Source: an optimization exercise on an open RTL-to-GDS flow (aim: small area, a short achievable clock period and few clock cycles per item). Production flows keep margins and buffers that such runs may drop.
At most, simulation tests tie the RTL to the original design; equivalence was not proved.

==> flow/design.v (excerpt) <==
module seq_multiplier #(parameter N = 32) (
    input  logic clk, rst_n, start,
    input  logic [N-1:0] a, b,
    output logic [(2*N)-1:0] prod,
    output logic ready
);
For scale: roughly 1200 cells after synthesis, roughly 110 flip-flops, ~11000 sq um of cells after synthesis.
==> module seq_multiplier, before the edit <==
module seq_multiplier #(parameter N = 32) (
    input  logic clk, rst_n, start,
    input  logic [N-1:0] a, b,
    output logic [(2*N)-1:0] prod,
    output logic ready
);
    logic [63:0] r;
    logic [31:0] mcand;
    logic [1:0]  dlt;        
    logic [2:0]  top;        
    logic [2:0]  cnt;        
    logic        busy;
    logic        one0, two0, neg0, one1, two1, neg1;
    function automatic logic [5:0] benc(input logic [3:0] n, input logic l);
        benc = {n[2] ^ n[1],
                (n[3] & ~n[2] & ~n[1]) | (~n[3] & n[2] & n[1]),
                n[3],
                n[0] ^ l,
                (n[1] & ~n[0] & ~l) | (~n[1] & n[0] & l),
                n[1]};
    endfunction
    logic [7:0] fa, fb;      
    logic [7:0] ta, tb;      
    logic [7:0] ha, hb;      
    always_comb begin
        for (int i = 0; i < 8; i++) begin
            fa[i] = |a[4*i +: 4];
            fb[i] = |b[4*i +: 4];
        end
        ta[7] = fa[7];
        tb[7] = fb[7];
        for (int i = 6; i >= 0; i--) begin
            ta[i] = ta[i+1] | fa[i];
            tb[i] = tb[i+1] | fb[i];
        end
        ha = ta & ~{1'b0, ta[7:1]};
        hb = tb & ~{1'b0, tb[7:1]};
    end
    logic [2:0] pa, pb;
    logic [3:0] na, nb;
    logic       la, lb;
    always_comb begin
        pa = '0; pb = '0;
        na = '0; nb = '0;
        la = 1'b0; lb = 1'b0;
        for (int i = 0; i < 8; i++) begin
            pa = pa | ({3{ha[i]}} & 3'(i));
            pb = pb | ({3{hb[i]}} & 3'(i));
            na = na | ({4{ha[i]}} & a[4*i +: 4]);
            nb = nb | ({4{hb[i]}} & b[4*i +: 4]);
            if (i > 0) begin
                la = la | (ha[i] & a[4*i - 1]);
                lb = lb | (hb[i] & b[4*i - 1]);
            end
        end
    end
    logic       swap;        
    assign swap = |(tb & ~ta);
    logic [5:0] enc_a, enc_b;
    assign enc_a = benc(na, la);
    assign enc_b = benc(nb, lb);
    logic [3:0] nn;
    logic       nl;
    always_comb begin
        nn = '0;
        nl = 1'b0;
        for (int i = 1; i < 8; i++)
            if (top == 3'(i)) begin
                nn = r[28 + 4*i +: 4];
                nl = r[27 + 4*i];
            end
        if (cnt == 3'd1) nl = 1'b0;
    end
    logic [33:0] row0, row1;
    always_comb begin
        for (int k = 0; k < 33; k++) begin
            row0[k] = ((one0 & (k < 32 ? mcand[k] : 1'b0)) |
                       (two0 & (k > 0 ? mcand[k-1] : 1'b0))) ^ neg0;
            row1[k] = ((one1 & (k < 32 ? mcand[k] : 1'b0)) |
                       (two1 & (k > 0 ? mcand[k-1] : 1'b0))) ^ neg1;
        end
        row0[33] = neg0;
        row1[33] = neg1;
    end
    logic [37:0] u0, u1, u2, cs_s, cs_c, w;
    assign u0   = {{4{neg0}}, row0};
    assign u1   = {{2{neg1}}, row1, 1'b0, neg0};
    assign u2   = {2'b0, r[31:0], 1'b0, neg1, 2'b0};
    assign cs_s = u0 ^ u1 ^ u2;
    assign cs_c = ((u0 & u1) | (u0 & u2) | (u1 & u2)) << 1;
    logic [37:0] kg [0:6];
    logic [37:0] kp [0:6];
    always_comb begin
        kg[0] = cs_s & cs_c;
        kp[0] = cs_s ^ cs_c;
        for (int l = 0; l < 6; l++)
            for (int i = 0; i < 38; i++)
                if (i >= (1 << l)) begin
                    kg[l+1][i] = kg[l][i] | (kp[l][i] & kg[l][i - (1 << l)]);
                    kp[l+1][i] = kp[l][i] & kp[l][i - (1 << l)];
                end else begin
                    kg[l+1][i] = kg[l][i];
                    kp[l+1][i] = kp[l][i];
                end
    end
    assign w = kp[0] ^ {kg[6][36:0], 1'b0};
    logic [27:0] up_sum;
    logic [31:0] hm;
    always_comb begin
        hm = {up_sum, r[35:32]};
        for (int i = 0; i < 8; i++)
            if (top == 3'(i)) hm[4*i +: 4] = 4'b0;
    end
    logic [27:0] up_nxt;
    assign up_nxt = hm[27:0];
    always_ff @(posedge clk or negedge rst_n) begin
        if (!rst_n) begin
            busy  <= 1'b0;
            ready <= 1'b0;
        end else if (start) begin
            busy  <= ta[0] & tb[0];
            ready <= ~(ta[0] & tb[0]);
        end else if (busy && cnt == 0) begin
            busy  <= 1'b0;
            ready <= 1'b1;
        end
    end
    always_ff @(posedge clk) begin
        if (start) begin
            mcand <= swap ? b : a;
            r     <= swap ? {a, b & {32{na[3]}}} : {b, a & {32{nb[3]}}};
            dlt   <= 2'b00;
            top   <= swap ? pa : pb;
            cnt   <= swap ? pa : pb;
            {one1, two1, neg1, one0, two0, neg0} <= swap ? enc_a : enc_b;
        end else if (busy) begin
            r     <= {up_nxt, w[35:0]};
            dlt   <= w[37:36];
            cnt   <= cnt - 1'b1;
            {one1, two1, neg1, one0, two0, neg0} <= benc(nn, nl);
        end
    end
    logic [27:0] oa [0:5];   
    logic [27:0] oz [0:5];   
    always_comb begin
        oa[0] = {r[62:36], 1'b1};
        oz[0] = {~r[62:36], 1'b1};
        for (int l = 0; l < 5; l++)
            for (int i = 0; i < 28; i++)
                if (i >= (1 << l)) begin
                    oa[l+1][i] = oa[l][i] & oa[l][i - (1 << l)];
                    oz[l+1][i] = oz[l][i] & oz[l][i - (1 << l)];
                end else begin
                    oa[l+1][i] = oa[l][i];
                    oz[l+1][i] = oz[l][i];
                end
    end
    assign up_sum = r[63:36] ^ (({28{dlt == 2'b01}} & oa[5]) |
                                ({28{dlt == 2'b11}} & oz[5]));
    assign prod   = {up_sum, r[35:0]};
endmodule
clock: 4.5 ns
lec_check: 0
cap_margin: 20
core_margin: 2
core_utilization: 40
slew_margin: 20
standard.sh (not shown) runs the stock make flow with config.mk's settings and CLKGATE_MAP_FILE= SYNTH_SCRIPT=/design/flow/synth_recipe.tcl, a recipe that flattens the netlist after the stock synthesis.
==> flow/flow/run.sh <==
#!/bin/bash
# The standard layout, with the port buffers made of the smallest buffer
# cell instead of the default delay buffer.
set -euo pipefail
export BUFFER_PORTS_ARGS="-buffer_cell sky130_fd_sc_hd__buf_1"
bash standard.sh > standard_flow.log 2>&1
Testbench counts at the start, summed over its fixed seeds: cycles 10,280, items 2,400.
Change:
--- a/flow/design.v
+++ b/flow/design.v
@@ -85,37 +85,21 @@
     logic [37:0] u0, u1, u2, cs_s, cs_c, w;
     assign u0   = {{4{neg0}}, row0};
     assign u1   = {{2{neg1}}, row1, 1'b0, neg0};
     assign u2   = {2'b0, r[31:0], 1'b0, neg1, 2'b0};
     assign cs_s = u0 ^ u1 ^ u2;
     assign cs_c = ((u0 & u1) | (u0 & u2) | (u1 & u2)) << 1;
-    logic [37:0] kg [0:6];
-    logic [37:0] kp [0:6];
-    always_comb begin
-        kg[0] = cs_s & cs_c;
-        kp[0] = cs_s ^ cs_c;
-        for (int l = 0; l < 6; l++)
-            for (int i = 0; i < 38; i++)
-                if (i >= (1 << l)) begin
-                    kg[l+1][i] = kg[l][i] | (kp[l][i] & kg[l][i - (1 << l)]);
-                    kp[l+1][i] = kp[l][i] & kp[l][i - (1 << l)];
-                end else begin
-                    kg[l+1][i] = kg[l][i];
-                    kp[l+1][i] = kp[l][i];
-                end
-    end
-    assign w = kp[0] ^ {kg[6][36:0], 1'b0};
-    logic [27:0] up_sum;
+    assign w    = cs_s + cs_c;
     logic [31:0] hm;
     always_comb begin
-        hm = {up_sum, r[35:32]};
+        hm = r[63:32];
         for (int i = 0; i < 8; i++)
             if (top == 3'(i)) hm[4*i +: 4] = 4'b0;
     end
     logic [27:0] up_nxt;
-    assign up_nxt = hm[27:0];
+    assign up_nxt = {hm[27:4] + {{23{dlt[1]}}, dlt[0]}, hm[3:0]};
     always_ff @(posedge clk or negedge rst_n) begin
         if (!rst_n) begin
             busy  <= 1'b0;
             ready <= 1'b0;
         end else if (start) begin
             busy  <= ta[0] & tb[0];
@@ -137,25 +121,8 @@
             r     <= {up_nxt, w[35:0]};
             dlt   <= w[37:36];
             cnt   <= cnt - 1'b1;
             {one1, two1, neg1, one0, two0, neg0} <= benc(nn, nl);
         end
     end
-    logic [27:0] oa [0:5];   
-    logic [27:0] oz [0:5];   
-    always_comb begin
-        oa[0] = {r[62:36], 1'b1};
-        oz[0] = {~r[62:36], 1'b1};
-        for (int l = 0; l < 5; l++)
-            for (int i = 0; i < 28; i++)
-                if (i >= (1 << l)) begin
-                    oa[l+1][i] = oa[l][i] & oa[l][i - (1 << l)];
-                    oz[l+1][i] = oz[l][i] & oz[l][i - (1 << l)];
-                end else begin
-                    oa[l+1][i] = oa[l][i];
-                    oz[l+1][i] = oz[l][i];
-                end
-    end
-    assign up_sum = r[63:36] ^ (({28{dlt == 2'b01}} & oa[5]) |
-                                ({28{dlt == 2'b11}} & oz[5]));
-    assign prod   = {up_sum, r[35:0]};
+    assign prod = {r[63:36] + {{27{dlt[1]}}, dlt[0]}, r[35:0]};
 endmodule
Now the flow finished but fails on negative setup slack.
Fmax decreases by 6.8%.
Critical path depth rose by 6.
Worst setup slack is worse by 310 ps.
Hold slack got worse by 4.9 ps.
Non-clock buffer count grows by 52.
Synthesized area increases by 15%.
Global-route usage went up by 0.69 points.
Cell count climbs by 25%.
Sequential cell count is unchanged.
Synthesized cell count grows by 27%.
Routed wire length is higher by 16%.
Only the layout flow was run in the second run of this note; the RTL was not checked for function there.

========
The RTL this note starts from:
==> flow/design.v <==
module seq_multiplier #(parameter N = 32) (
    input  logic clk, rst_n, start,
    input  logic [N-1:0] a, b,
    output logic [(2*N)-1:0] prod,
    output logic ready
);
    logic [63:0] r;
    logic [31:0] mcand;
    logic [1:0]  dlt;        
    logic [2:0]  top;        
    logic [2:0]  cnt;        
    logic        busy;
    logic        one0, two0, neg0, one1, two1, neg1;
    function automatic logic [5:0] benc(input logic [3:0] n, input logic l);
        benc = {n[2] ^ n[1],
                (n[3] & ~n[2] & ~n[1]) | (~n[3] & n[2] & n[1]),
                n[3],
                n[0] ^ l,
                (n[1] & ~n[0] & ~l) | (~n[1] & n[0] & l),
                n[1]};
    endfunction
    logic [7:0] fa, fb;      
    logic [7:0] ta, tb;      
    logic [7:0] ha, hb;      
    always_comb begin
        for (int i = 0; i < 8; i++) begin
            fa[i] = |a[4*i +: 4];
            fb[i] = |b[4*i +: 4];
        end
        ta[7] = fa[7];
        tb[7] = fb[7];
        for (int i = 6; i >= 0; i--) begin
            ta[i] = ta[i+1] | fa[i];
            tb[i] = tb[i+1] | fb[i];
        end
        ha = ta & ~{1'b0, ta[7:1]};
        hb = tb & ~{1'b0, tb[7:1]};
    end
    logic [2:0] pa, pb;
    logic [3:0] na, nb;
    logic       la, lb;
    always_comb begin
        pa = '0; pb = '0;
        na = '0; nb = '0;
        la = 1'b0; lb = 1'b0;
        for (int i = 0; i < 8; i++) begin
            pa = pa | ({3{ha[i]}} & 3'(i));
            pb = pb | ({3{hb[i]}} & 3'(i));
            na = na | ({4{ha[i]}} & a[4*i +: 4]);
            nb = nb | ({4{hb[i]}} & b[4*i +: 4]);
            if (i > 0) begin
                la = la | (ha[i] & a[4*i - 1]);
                lb = lb | (hb[i] & b[4*i - 1]);
            end
        end
    end
    logic       swap;        
    assign swap = |(tb & ~ta);
    logic [5:0] enc_a, enc_b;
    assign enc_a = benc(na, la);
    assign enc_b = benc(nb, lb);
    logic [3:0] nn;
    logic       nl;
    always_comb begin
        nn = '0;
        nl = 1'b0;
        for (int i = 1; i < 8; i++)
            if (top == 3'(i)) begin
                nn = r[28 + 4*i +: 4];
                nl = r[27 + 4*i];
            end
        if (cnt == 3'd1) nl = 1'b0;
    end
    logic [33:0] row0, row1;
    always_comb begin
        for (int k = 0; k < 33; k++) begin
            row0[k] = ((one0 & (k < 32 ? mcand[k] : 1'b0)) |
                       (two0 & (k > 0 ? mcand[k-1] : 1'b0))) ^ neg0;
            row1[k] = ((one1 & (k < 32 ? mcand[k] : 1'b0)) |
                       (two1 & (k > 0 ? mcand[k-1] : 1'b0))) ^ neg1;
        end
        row0[33] = neg0;
        row1[33] = neg1;
    end
    logic [37:0] u0, u1, u2, cs_s, cs_c, w;
    assign u0   = {{4{neg0}}, row0};
    assign u1   = {{2{neg1}}, row1, 1'b0, neg0};
    assign u2   = {2'b0, r[31:0], 1'b0, neg1, 2'b0};
    assign cs_s = u0 ^ u1 ^ u2;
    assign cs_c = ((u0 & u1) | (u0 & u2) | (u1 & u2)) << 1;
    logic [37:0] kg [0:6];
    logic [37:0] kp [0:6];
    always_comb begin
        kg[0] = cs_s & cs_c;
        kp[0] = cs_s ^ cs_c;
        for (int l = 0; l < 6; l++)
            for (int i = 0; i < 38; i++)
                if (i >= (1 << l)) begin
                    kg[l+1][i] = kg[l][i] | (kp[l][i] & kg[l][i - (1 << l)]);
                    kp[l+1][i] = kp[l][i] & kp[l][i - (1 << l)];
                end else begin
                    kg[l+1][i] = kg[l][i];
                    kp[l+1][i] = kp[l][i];
                end
    end
    assign w = kp[0] ^ {kg[6][36:0], 1'b0};
    logic [31:0] hm;
    always_comb begin
        hm = r[63:32];
        for (int i = 0; i < 8; i++)
            if (top == 3'(i)) hm[4*i +: 4] = 4'b0;
    end
    logic [27:0] up_nxt;
    assign up_nxt = {hm[27:4] + {{23{dlt[1]}}, dlt[0]}, hm[3:0]};
    always_ff @(posedge clk or negedge rst_n) begin
        if (!rst_n) begin
            busy  <= 1'b0;
            ready <= 1'b0;
        end else if (start) begin
            busy  <= ta[0] & tb[0];
            ready <= ~(ta[0] & tb[0]);
        end else if (busy && cnt == 0) begin
            busy  <= 1'b0;
            ready <= 1'b1;
        end
    end
    always_ff @(posedge clk) begin
        if (start) begin
            mcand <= swap ? b : a;
            r     <= swap ? {a, b & {32{na[3]}}} : {b, a & {32{nb[3]}}};
            dlt   <= 2'b00;
            top   <= swap ? pa : pb;
            cnt   <= swap ? pa : pb;
            {one1, two1, neg1, one0, two0, neg0} <= swap ? enc_a : enc_b;
        end else if (busy) begin
            r     <= {up_nxt, w[35:0]};
            dlt   <= w[37:36];
            cnt   <= cnt - 1'b1;
            {one1, two1, neg1, one0, two0, neg0} <= benc(nn, nl);
        end
    end
    logic [27:0] oa [0:5];   
    logic [27:0] oz [0:5];   
    always_comb begin
        oa[0] = {r[62:36], 1'b1};
        oz[0] = {~r[62:36], 1'b1};
        for (int l = 0; l < 5; l++)
            for (int i = 0; i < 28; i++)
                if (i >= (1 << l)) begin
                    oa[l+1][i] = oa[l][i] & oa[l][i - (1 << l)];
                    oz[l+1][i] = oz[l][i] & oz[l][i - (1 << l)];
                end else begin
                    oa[l+1][i] = oa[l][i];
                    oz[l+1][i] = oz[l][i];
                end
    end
    assign prod = {r[63:36] ^ (({28{dlt == 2'b01}} & oa[5]) |
                               ({28{dlt == 2'b11}} & oz[5])), r[35:0]};
endmodule
clock: 4.5 ns
lec_check: 0
cap_margin: 20
core_margin: 2
core_utilization: 40
slew_margin: 20
run.sh (not shown) runs the stock make flow with config.mk's settings and CLKGATE_MAP_FILE= SYNTH_SCRIPT=/design/flow/synth_recipe.tcl, a recipe that flattens the netlist after the stock synthesis.
Stock flow here: none of the scripts above is used.
Testbench counts at the start, summed over its fixed seeds: cycles 10,280, items 2,400.
==> next run, changes <==
--- a/flow/design.v
+++ b/flow/design.v
@@ -87,24 +87,9 @@
     assign u1   = {{2{neg1}}, row1, 1'b0, neg0};
     assign u2   = {2'b0, r[31:0], 1'b0, neg1, 2'b0};
     assign cs_s = u0 ^ u1 ^ u2;
     assign cs_c = ((u0 & u1) | (u0 & u2) | (u1 & u2)) << 1;
-    logic [37:0] kg [0:6];
-    logic [37:0] kp [0:6];
-    always_comb begin
-        kg[0] = cs_s & cs_c;
-        kp[0] = cs_s ^ cs_c;
-        for (int l = 0; l < 6; l++)
-            for (int i = 0; i < 38; i++)
-                if (i >= (1 << l)) begin
-                    kg[l+1][i] = kg[l][i] | (kp[l][i] & kg[l][i - (1 << l)]);
-                    kp[l+1][i] = kp[l][i] & kp[l][i - (1 << l)];
-                end else begin
-                    kg[l+1][i] = kg[l][i];
-                    kp[l+1][i] = kp[l][i];
-                end
-    end
-    assign w = kp[0] ^ {kg[6][36:0], 1'b0};
+    assign w    = cs_s + cs_c;
     logic [31:0] hm;
     always_comb begin
         hm = r[63:32];
         for (int i = 0; i < 8; i++)
@@ -138,22 +123,6 @@
             cnt   <= cnt - 1'b1;
             {one1, two1, neg1, one0, two0, neg0} <= benc(nn, nl);
         end
     end
-    logic [27:0] oa [0:5];   
-    logic [27:0] oz [0:5];   
-    always_comb begin
-        oa[0] = {r[62:36], 1'b1};
-        oz[0] = {~r[62:36], 1'b1};
-        for (int l = 0; l < 5; l++)
-            for (int i = 0; i < 28; i++)
-                if (i >= (1 << l)) begin
-                    oa[l+1][i] = oa[l][i] & oa[l][i - (1 << l)];
-                    oz[l+1][i] = oz[l][i] & oz[l][i - (1 << l)];
-                end else begin
-                    oa[l+1][i] = oa[l][i];
-                    oz[l+1][i] = oz[l][i];
-                end
-    end
-    assign prod = {r[63:36] ^ (({28{dlt == 2'b01}} & oa[5]) |
-                               ({28{dlt == 2'b11}} & oz[5])), r[35:0]};
+    assign prod = {r[63:36] + {{27{dlt[1]}}, dlt[0]}, r[35:0]};
 endmodule
Effect: The changed run finished but failed the layout checks on setup timing; synthesized area is higher by 4.4%; routed wire length came out lower by 0.45%; utilization climbs by 1.9 points; worst setup slack got worse by 0.19 ns; first-iteration DRC count went up by 5.5%; cell count went up by 13%; non-clock buffer count goes up by 74; clock-buffer cell count is unchanged; clock skew is higher by 0.0031 ns; sequential share of layout area falls by 1.5 points.
Only the layout flow was run in the second run of this note; the RTL was not checked for function there.

==> static timing again, ports no longer ideal <==
In the flow no input, the clock included, has a driving cell. The finished layouts below were timed again as built, in two steps.
Step 1 sets driving cells, clkbuf_16 on the clock port and buf_2 on the other inputs (assumed; they add their load-dependent delay and slew).
Step 2 also shifts input and output timing later by t, the mid clock arrival at the registers, as if the neighbouring blocks saw the same clock.
Three values: no drivers, after step 1, after step 2; two values: the first two.
| run | shift t [ns] | slack for setup (ns) | worst data-port slew with drivers (ns) |
|---|---|---|---|
| the first run of note 1 | 0.412 | 0.200 / 0.150 / 0.193 | 0.04 |
| the second run of note 1 | 0.415 | -0.114 / -0.161 / 0.237 | 0.05 |
| the first run of note 2 | 0.415 | 0.167 / 0.116 / 0.117 | 0.08 |
| the second run of note 2 | 0.414 | -0.020 / -0.070 / -0.146 | 0.06 |
For the second run of note 2, which loses most, drivers alone change the setup slack by -0.050 ns; drivers and shift together by -0.126 ns.
